Source: an optimization exercise on an open RTL-to-GDS flow (aim: small area). Production flows keep margins and buffers that such runs may drop. Function was checked by simulation only, so behaviour that the tests miss may differ from the original. Power is estimated from default activity; no workload was simulated.

==> flow/design.v (excerpt) <==
module vga_display(
    input wire clk, reset,
    input cpu_isAttacking,
    input wire [3:0] p1_health_out, cpu_health_out,
    input wire [3:0] keyboard_input,
    output wire hSync, vSync,
    output wire [11:0] VGA
    );
For scale: about 480 cells after synthesis, about 24 flip-flops.
Settings: LEC_CHECK=0, CAP_MARGIN=20, CORE_MARGIN=2, CORE_UTILIZATION=50, CTS_BUF_LIST=sky130_fd_sc_hd__clkbuf_8, PLACE_DENSITY=0.6, SLEW_MARGIN=20; clock period 10.0 ns.
standard.sh (not shown) runs the stock make flow with config.mk's settings and CLKGATE_MAP_FILE= SYNTH_SCRIPT=/design/flow/synth_recipe.tcl, a recipe that flattens the netlist after the stock synthesis.
==> flow/flow/run.sh <==
#!/bin/bash
# Own layout flow: the standard ORFS flow (standard.sh) with three changes to synthesis and
# placement, none to the registers (their names and cell types are the standard synthesis's):
#  - the technology-mapping ABC call uses an area-oriented script (flow/abc_area_own.script)
#    instead of ORFS's delay-oriented one;
#  - half and full adders are left to ABC as plain gates (ADDER_MAP_FILE empty) instead of being
#    mapped to adder cells before ABC;
#  - ports are buffered as in the standard flow, but with the smallest buffer (buf_1);
#  - clock tree synthesis clusters up to 30 sinks per buffer and inserts no dummy loads.
# ORFS writes each tool's log under orfs/logs/; make's own output goes to flow_make.log here.
set -euo pipefail
W=$(pwd)
{
  echo "proc abc {args} {"
  echo "  set i [lsearch -exact \$args -script]"
  echo "  if {\$i >= 0} { lset args [expr {\$i + 1}] $W/flow/abc_area_own.script }"
  echo "  yosys abc {*}\$args"
  echo "}"
  cat "$W/synth_recipe.tcl"
} > "$W/own_synth.tcl"
sed "s#SYNTH_SCRIPT=[^ ]*#SYNTH_SCRIPT=$W/own_synth.tcl ADDER_MAP_FILE=#" "$W/standard.sh" > "$W/own_standard.sh"
grep -q "SYNTH_SCRIPT=$W/own_synth.tcl" "$W/own_standard.sh"
export BUFFER_PORTS_ARGS="-buffer_cell sky130_fd_sc_hd__buf_1"
export CTS_ARGS="-sink_clustering_enable -repair_clock_nets -buf_list sky130_fd_sc_hd__clkbuf_8 -sink_clustering_size 30 -sink_clustering_max_diameter 500 -dont_use_dummy_load"
bash "$W/own_standard.sh" > "$W/flow_make.log" 2>&1
==> flow/flow/abc_area_own.script <==
strash
dch -f
amap
topo
Next try:
GPL_TIMING_DRIVEN = 0   (was default)
=> The new run completed without violations; clock power is higher by about 2%; cell area goes up by 1.4%; worst setup slack degrades by 86 ps; final cell count decreases by 0.51%; routed wire length stays flat; die area stays the same; non-clock buffer count went down by 3.

* * *

Another version of the RTL of vga_display (not shown whole).
Size in the first run: roughly 24 flip-flops, roughly 29 I/O pins, roughly 0.0027 sq mm of cells after synthesis.
clock: 10.0 ns
lec_check: 0
cap_margin: 20
core_margin: 2
core_utilization: 50
cts_buf_list: sky130_fd_sc_hd__clkbuf_8
place_density: 0.6
slew_margin: 20
Scripts as last shown in full above: flow/flow/run.sh, flow/flow/abc_area_own.script
The starting point finished with timing, DRC and antenna clean.
Next try:
--- a/flow/flow/run.sh
+++ b/flow/flow/run.sh
@@ -7,4 +7,3 @@
 #    mapped to adder cells before ABC;
-#  - ports are buffered as in the standard flow, but with the smallest buffer (buf_1);
-#  - clock tree synthesis clusters up to 30 sinks per buffer and inserts no dummy loads.
+#  - ports are buffered as in the standard flow, but with the smallest buffer (buf_1).
 # ORFS writes each tool's log under orfs/logs/; make's own output goes to flow_make.log here.
@@ -23,3 +22,2 @@
 export BUFFER_PORTS_ARGS="-buffer_cell sky130_fd_sc_hd__buf_1"
-export CTS_ARGS="-sink_clustering_enable -repair_clock_nets -buf_list sky130_fd_sc_hd__clkbuf_8 -sink_clustering_size 30 -sink_clustering_max_diameter 500 -dont_use_dummy_load"
 bash "$W/own_standard.sh" > "$W/flow_make.log" 2>&1
Worst setup slack degrades by 0.0090 ns. Utilization rises by 0.27 points. Routed wire length falls by 0.33%. Global-route usage falls by 0.22 points. Final cell count hardly moves. Non-clock buffer count stays the same. Count of clock-buffer cells in the layout rises by 1. Combinational power is about the same. Die area does not change. Cell area rises by 0.44%. Hold slack hardly moves.

-- separate check: timing with driven ports --
Ports are ideal in the flow. The routed layouts listed here were re-timed in OpenROAD.
Step 1 sets driving cells, clkbuf_16 on the clock port and buf_2 on the other inputs (assumed; they add their load-dependent delay and slew).
Step 2 times the ports against the registers' clock, not the clock port: input delays grow and output delays shrink by t, the midpoint of the rising clock arrivals with the driver on.
a / b / c = ideal / step 1 / step 2; a / b = the first two.
| run | t, ns | setup WS [ns] | worst hold slack (ns) | latest minus earliest clock arrival (ns) | cell pins on the clock port's net |
|---|---|---|---|---|---|
| the first run of note 1 | 0.279 | 0.625 / 0.603 / 0.882 | 0.428 / 0.428 / 0.428 | 0.014 / 0.014 | 1 |
| the second run of note 1 | 0.282 | 0.539 / 0.514 / 0.796 | 0.415 / 0.415 / 0.415 | 0.011 / 0.010 | 1 |
| the first run of note 2 | 0.283 | 0.381 / 0.360 / 0.360 | 0.441 / 0.441 / 0.441 | 0.009 / 0.010 | 1 |
| the second run of note 2 | 0.283 | 0.372 / 0.351 / 0.351 | 0.438 / 0.438 / 0.438 | 0.003 / 0.003 | 1 |
After both steps setup and hold are still met in every run listed.
